This design comes from an exercise in tuning for small area on the open sky130 flow, not from production work. In this exercise RTL edits were held to simulation tests only and were not proved equivalent to the original. The flow treats the clock pin as an ideal source. Dropping or thinning the clock tree relies on that and would not hold on a real chip. No activity file was given, so power comes from the tool's default toggle rates.

Setup of the previous run:
==> module Student_Project, before the edit <==
module Student_Project(input [3:0] IO_PB, input [7:0] IO_DSW, input M_CLOCK, input rst,
		       output [7:0] IO_SSEG, output [3:0] IO_SSEGD, output [3:0] F_LED, output IO_SSEG_COL, output [7:0] IO_LED);
assign F_LED = 4'b0000;
assign IO_SSEG_COL = 1'b1;
reg [2:0] c8;
reg [4:0] c25;
reg ph;          
wire t2 = &c8;
wire blank = ~c25[4] & ~c25[3] & ~c25[0];
wire t1 = t2 & ~c25[3] & ~c25[2] & c25[1] & ~c25[0];
wire ap = t2 & ~c25[3] & ~c25[2] & c25[1] & c25[0];
wire [5:0] c25i = c25 + 5'd1;
always @(posedge M_CLOCK) begin
	if (rst) begin
		c8 <= 3'd4;
		c25 <= 5'd6;
	end else begin
		c8 <= c8 + 3'd1;
		if (t2)
			c25 <= {c25i[4:3], c25i[2:0] | {3{c25i[5]}}};
	end
	if (t2)
		ph <= blank | ~ph;
end
reg S;           
reg [2:0] r;     
reg [2:0] p;     
reg L;           
reg eok;         
wire [1:0] sp;
assign sp[0] = ~r[1]&p[0] | ~r[0]&~p[2]&~p[1]&p[0] | r[0]&p[2]&~p[1]&p[0] | r[1]&p[2]&~p[1]&~p[0] | r[1]&r[0]&~p[0] | r[2]&r[0]&~p[2]&~p[1]&~p[0] | r[2]&r[1]&~p[2]&p[1]&~p[0];
assign sp[1] = ~r[1]&~r[0]&~p[2] | ~r[2]&~r[1]&p[0] | ~r[0]&p[1]&~p[0] | p[2]&p[0] | ~r[2]&r[1]&r[0]&~p[1] | r[2]&~r[0]&~p[2]&~p[0] | r[2]&~r[1]&r[0]&~p[1] | r[2]&r[1]&r[0]&~p[2]&p[1];
reg [1:0] sf, sl;
always @* begin
	case (r)
		3'd0: begin sf = 2; sl = 2; end
		3'd1: begin sf = 0; sl = 3; end
		3'd2: begin sf = 0; sl = 2; end
		3'd3: begin sf = 3; sl = 0; end
		3'd4: begin sf = 2; sl = 0; end
		3'd5: begin sf = 3; sl = 3; end
		3'd6: begin sf = 2; sl = 2; end
		default: begin sf = 1; sl = 2; end
	endcase
end
wire [1:0] ci = S ? sp : sf;
wire ok = (IO_PB == ~(4'b1000 >> ci));
wire eq = (p == r);
wire [2:0] p1 = p + 3'd1;
wire [2:0] n = eq ? 3'd0 : p1;    
wire [2:0] r1 = r + 3'd1;
always @(posedge M_CLOCK) begin
	if (rst) begin
		S <= 1'b0;
		r <= 3'd0;
		p <= 3'd0;
		L <= 1'b0;
	end else if (t1) begin
		L <= ~S;
		if (!S) begin
			if (n == r) begin
				if (ok) begin
					if (r == 3'd0) begin
						r <= r1;
						p <= r1;
					end else begin
						p <= 3'd1;
						S <= 1'b1;
					end
				end else begin
					p <= 3'd0;
					S <= 1'b1;
				end
			end else
				p <= n;
		end else if (ok) begin
			if (eq) begin
				r <= r1;
				p <= r1;
				S <= 1'b0;
			end else
				p <= p1;
		end
	end
	if (t1)
		eok <= ok;
end
reg [3:0] s0, s1;
reg fl;
wire base = L & ((S & (r == 3'd0)) | (~S & eq));
wire chk = ~(L & ~S & ~eq);
wire [3:0] inc = {p == 3'd0, p};
wire nz = (s0 != 4'd0) | (s1 != 4'd0);
wire dec = ~eok & nz;
wire ab = ap & chk & base;
wire ao = ap & chk & ~base;
wire [3:0] sum = s0 + ((ao & eok) ? inc : {4{ao & nz}});
wire cy = ao & eok & sum[3] & (sum[2] | sum[1]);
wire dn = ao & dec & fl;
wire [3:0] s0n = ab ? {~eok, 3'b000} : dn ? 4'd9 : {sum[3] & ~cy, sum[2] ^ (cy & ~sum[1]), sum[1] ^ cy, sum[0]};
wire [3:0] s1n = ab ? {3'b000, eok} : s1 + {dn, dn, dn, cy | dn};
wire fln = ab ? 1'b0 : (ao & ~eok) ? (dec & ~fl & (s0 == 4'd1)) : fl;
always @(posedge M_CLOCK) begin
	if (rst) begin
		s0 <= 4'd0;
		s1 <= 4'd0;
	end else begin
		s0 <= s0n;
		s1 <= s1n;
	end
	fl <= fln;
end
wire [3:0] dig = ph ? s1 : s0;
reg [6:0] sg;
always @*
	case (dig)
		4'd1: sg = 7'b1111001;
		4'd2: sg = 7'b0100100;
		4'd3: sg = 7'b0110000;
		4'd4: sg = 7'b0011001;
		4'd5: sg = 7'b0010010;
		4'd6: sg = 7'b0000010;
		4'd7: sg = 7'b1111000;
		4'd8: sg = 7'b0000000;
		4'd9: sg = 7'b0011000;
		default: sg = 7'b1000000;
	endcase
assign IO_SSEG = {1'b1, blank ? 7'h7F : sg};
assign IO_SSEGD = {blank | ph, blank | ~ph, 2'b11};
wire [1:0] li = S ? sl : (eq ? 2'd2 : sp);
assign IO_LED = {L ? (4'b0001 << li) : 4'b0000, 4'b0000};
endmodule
Settings: LEC_CHECK=0, CAP_MARGIN=20, CORE_MARGIN=2, CORE_UTILIZATION=40, PLACE_DENSITY=0.6, SLEW_MARGIN=20; clock period 10.0 ns.
standard.sh (not shown) runs the stock make flow with config.mk's settings and CLKGATE_MAP_FILE= SYNTH_SCRIPT=/design/flow/synth_recipe.tcl, a recipe that flattens the netlist after the stock synthesis.
==> flow/flow/run.sh <==
#!/bin/bash
# Standard synthesis, then the combinational logic re-mapped for area (registers
# untouched, result proven equal to the standard netlist), then the standard
# layout with small port buffers and a small clock tree.
set -euo pipefail
R=orfs/results/sky130hd/Student_Project/base
export LIB=$FLOW_HOME/platforms/sky130hd/lib/sky130_fd_sc_hd__tt_025C_1v80.lib
export DONT_USE="$(grep -o 'cell *( *"*sky130_fd_sc_hd__\(lpflow\|probe\)[a-z0-9_]*' $LIB | sed 's/.*(\s*"*//' | sort -u | tr '\n' ' ')"
bash standard.sh synth > 1_standard_synth.log 2>&1
cp $R/1_2_yosys.v std_netlist.v
# candidate ABC scripts: deepsyn with several seeds (two variants), and a
# plain area mapping
printf 'strash\ndch -f\nmap -a\ntopo\n' > abc_0.script
for s in $(seq 1 15); do
	printf '&get -n\n&st\n&deepsyn -T 60 -S %d\n&dch -f\n&nf -R 1000 -p\n&put\n' $s > abc_$s.script
done
for s in $(seq 16 19); do
	printf '&get -n\n&st\n&deepsyn -T 60 -S %d -t\n&dch -f\n&nf -R 1000 -p\n&put\n' $s > abc_$s.script
done
run_one() {
	IN=std_netlist.v OUT=reopt_$1.v ABCSCRIPT=abc_$1.script yosys -c flow/reopt.tcl > 2_reopt_$1.log 2>&1 || true
}
for b in 0 4 8 12 16; do
	for s in $b $((b+1)) $((b+2)) $((b+3)); do run_one $s & done
	wait
done
best=std_netlist.v
besta=1e12
for s in $(seq 0 19); do
	a=$(grep "Chip area for top module '.Student_Project'" 2_reopt_$s.log | tail -1 | awk '{print $NF}' || true)
	[[ -n "$a" && -s reopt_$s.v ]] || continue
	python3 -c "import sys; sys.exit(0 if float('$a') < float('$besta') else 1)" || continue
	if GOLD=std_netlist.v GATE=reopt_$s.v yosys -c flow/equiv.tcl > 3_equiv_$s.log 2>&1; then
		best=reopt_$s.v; besta=$a
	fi
done
echo "chosen netlist: $best ($besta)" > chosen.log
cp $best $R/1_2_yosys.v
rm -f $R/1_synth.odb $R/1_synth.sdc
bash standard.sh POST_CTS_TCL=$PWD/flow/post_cts.tcl POST_FLOORPLAN_TCL=$PWD/flow/post_floorplan.tcl BUFFER_PORTS_ARGS="-buffer_cell sky130_fd_sc_hd__buf_1" \
	CTS_ARGS="-sink_clustering_enable -repair_clock_nets -dont_use_dummy_load -buf_list sky130_fd_sc_hd__clkbuf_8 -root_buf sky130_fd_sc_hd__clkbuf_8 -sink_clustering_size 30 -sink_clustering_max_diameter 500" \
	finish > 4_standard_finish.log 2>&1
Other scripts of this flow, unchanged in this note and not shown: flow/flow/equiv.tcl, flow/flow/post_cts.tcl, flow/flow/post_floorplan.tcl, flow/flow/reopt.tcl
The previous run | status: complete | timing, DRC, antenna: pass
For the current run, these inputs were changed with respect to the previous run:
--- a/flow/design.v
+++ b/flow/design.v
@@ -25,14 +25,14 @@
 reg S;           
 reg [2:0] r;     
 reg [2:0] p;     
 reg L;           
 reg eok;         
 wire [1:0] sp;
-assign sp[0] = ~r[1]&p[0] | ~r[0]&~p[2]&~p[1]&p[0] | r[0]&p[2]&~p[1]&p[0] | r[1]&p[2]&~p[1]&~p[0] | r[1]&r[0]&~p[0] | r[2]&r[0]&~p[2]&~p[1]&~p[0] | r[2]&r[1]&~p[2]&p[1]&~p[0];
-assign sp[1] = ~r[1]&~r[0]&~p[2] | ~r[2]&~r[1]&p[0] | ~r[0]&p[1]&~p[0] | p[2]&p[0] | ~r[2]&r[1]&r[0]&~p[1] | r[2]&~r[0]&~p[2]&~p[0] | r[2]&~r[1]&r[0]&~p[1] | r[2]&r[1]&r[0]&~p[2]&p[1];
+assign sp[0] = r[1]&p[2]&~p[1]&~p[0] | r[0]&p[2]&~p[1]&p[0] | r[2]&~r[1]&r[0]&~p[2]&~p[1] | r[1]&r[0]&~p[0] | ~r[1]&~p[2]&p[0] | ~r[0]&~p[2]&~p[1]&p[0] | r[2]&r[1]&~p[2]&p[1]&~p[0];
+assign sp[1] = r[2]&r[1]&r[0]&~p[2]&p[1] | ~r[2]&~r[1]&p[0] | ~r[2]&r[1]&r[0]&~p[1] | r[2]&~r[0]&~p[2]&~p[0] | ~r[0]&p[1]&~p[0] | ~r[1]&~r[0]&~p[2] | p[2]&p[0] | r[2]&~r[1]&r[0]&~p[1];
 reg [1:0] sf, sl;
 always @* begin
 	case (r)
 		3'd0: begin sf = 2; sl = 2; end
 		3'd1: begin sf = 0; sl = 3; end
 		3'd2: begin sf = 0; sl = 2; end
@@ -42,57 +42,54 @@
 		3'd6: begin sf = 2; sl = 2; end
 		default: begin sf = 1; sl = 2; end
 	endcase
 end
 wire [1:0] ci = S ? sp : sf;
 wire ok = (IO_PB == ~(4'b1000 >> ci));
-wire eq = (p == r);
-wire [2:0] p1 = p + 3'd1;
-wire [2:0] n = eq ? 3'd0 : p1;    
-wire [2:0] r1 = r + 3'd1;
+wire [2:0] n = p + 3'd1;
 always @(posedge M_CLOCK) begin
 	if (rst) begin
 		S <= 1'b0;
 		r <= 3'd0;
-		p <= 3'd0;
+		p <= 3'd7;
 		L <= 1'b0;
 	end else if (t1) begin
 		L <= ~S;
 		if (!S) begin
 			if (n == r) begin
 				if (ok) begin
 					if (r == 3'd0) begin
-						r <= r1;
-						p <= r1;
+						r <= 3'd1;
+						p <= 3'd7;
 					end else begin
 						p <= 3'd1;
 						S <= 1'b1;
 					end
 				end else begin
 					p <= 3'd0;
 					S <= 1'b1;
 				end
 			end else
 				p <= n;
 		end else if (ok) begin
-			if (eq) begin
-				r <= r1;
-				p <= r1;
+			if (p == r) begin
+				r <= r + 3'd1;
+				p <= 3'd7;
 				S <= 1'b0;
 			end else
-				p <= p1;
+				p <= n;
 		end
 	end
 	if (t1)
 		eok <= ok;
 end
 reg [3:0] s0, s1;
 reg fl;
-wire base = L & ((S & (r == 3'd0)) | (~S & eq));
-wire chk = ~(L & ~S & ~eq);
-wire [3:0] inc = {p == 3'd0, p};
+wire base = L & ((S & (r == 3'd0)) | (~S & (r == 3'd1) & (p == 3'd7)));
+wire chk = ~(L & ~S & (p != 3'd7));
+wire [3:0] inc = S ? {1'b0, p} : {r == 3'd0, r};
 wire nz = (s0 != 4'd0) | (s1 != 4'd0);
 wire dec = ~eok & nz;
 wire ab = ap & chk & base;
 wire ao = ap & chk & ~base;
 wire [3:0] sum = s0 + ((ao & eok) ? inc : {4{ao & nz}});
 wire cy = ao & eok & sum[3] & (sum[2] | sum[1]);
@@ -124,9 +121,9 @@
 		4'd8: sg = 7'b0000000;
 		4'd9: sg = 7'b0011000;
 		default: sg = 7'b1000000;
 	endcase
 assign IO_SSEG = {1'b1, blank ? 7'h7F : sg};
 assign IO_SSEGD = {blank | ph, blank | ~ph, 2'b11};
-wire [1:0] li = S ? sl : (eq ? 2'd2 : sp);
+wire [1:0] li = S ? sl : sp;
 assign IO_LED = {L ? (4'b0001 << li) : 4'b0000, 4'b0000};
 endmodule
- The current run has completed all stages; timing, DRC and antenna checks passed.
- Going from the previous run to the current run, number of violations reported at the end of detailed-routing iteration 0 climbed 20; share of power burned in combinational logic climbed 0.4 points.
- Comparing the current run and the previous run, via count is higher on the current run.
- Per the comparison of the current run with the previous run, power has increased; worst setup slack +320 ps; depth of the worst register-to-register path saw an increase; share of the clock period used by the worst path has decreased.
- The final instance area of the current run exceeds that of the previous run by 0.33%.

## re-timing with driven ports
How much do the figures lean on ideal ports? The routed layouts below were timed once more, with nothing changed but the port constraints.
Step 1 (the two cells are an assumption about what drives the block):
set clk [get_ports {M_CLOCK}]
set_driving_cell -lib_cell sky130_fd_sc_hd__clkbuf_16 $clk
set_driving_cell -lib_cell sky130_fd_sc_hd__buf_2 [delete_from_list [all_inputs] $clk]
Step 2 times the ports against the registers' clock, not the clock port: input delays grow and output delays shrink by t, the midpoint of the rising clock arrivals with the driver on.
Slacks: ideal / step 1 / step 2; pairs: ideal / step 1.
run	t (ns)	setup slack, ns	hold slack, ns	worst setup path at the end
the previous run	0.187	5.485 / 5.455 / 5.642	0.467 / 0.467 / 0.467	register to output
the current run	0.189	5.810 / 5.782 / 5.970	0.465 / 0.465 / 0.465	register to output
After both steps setup and hold are still met in every run listed.
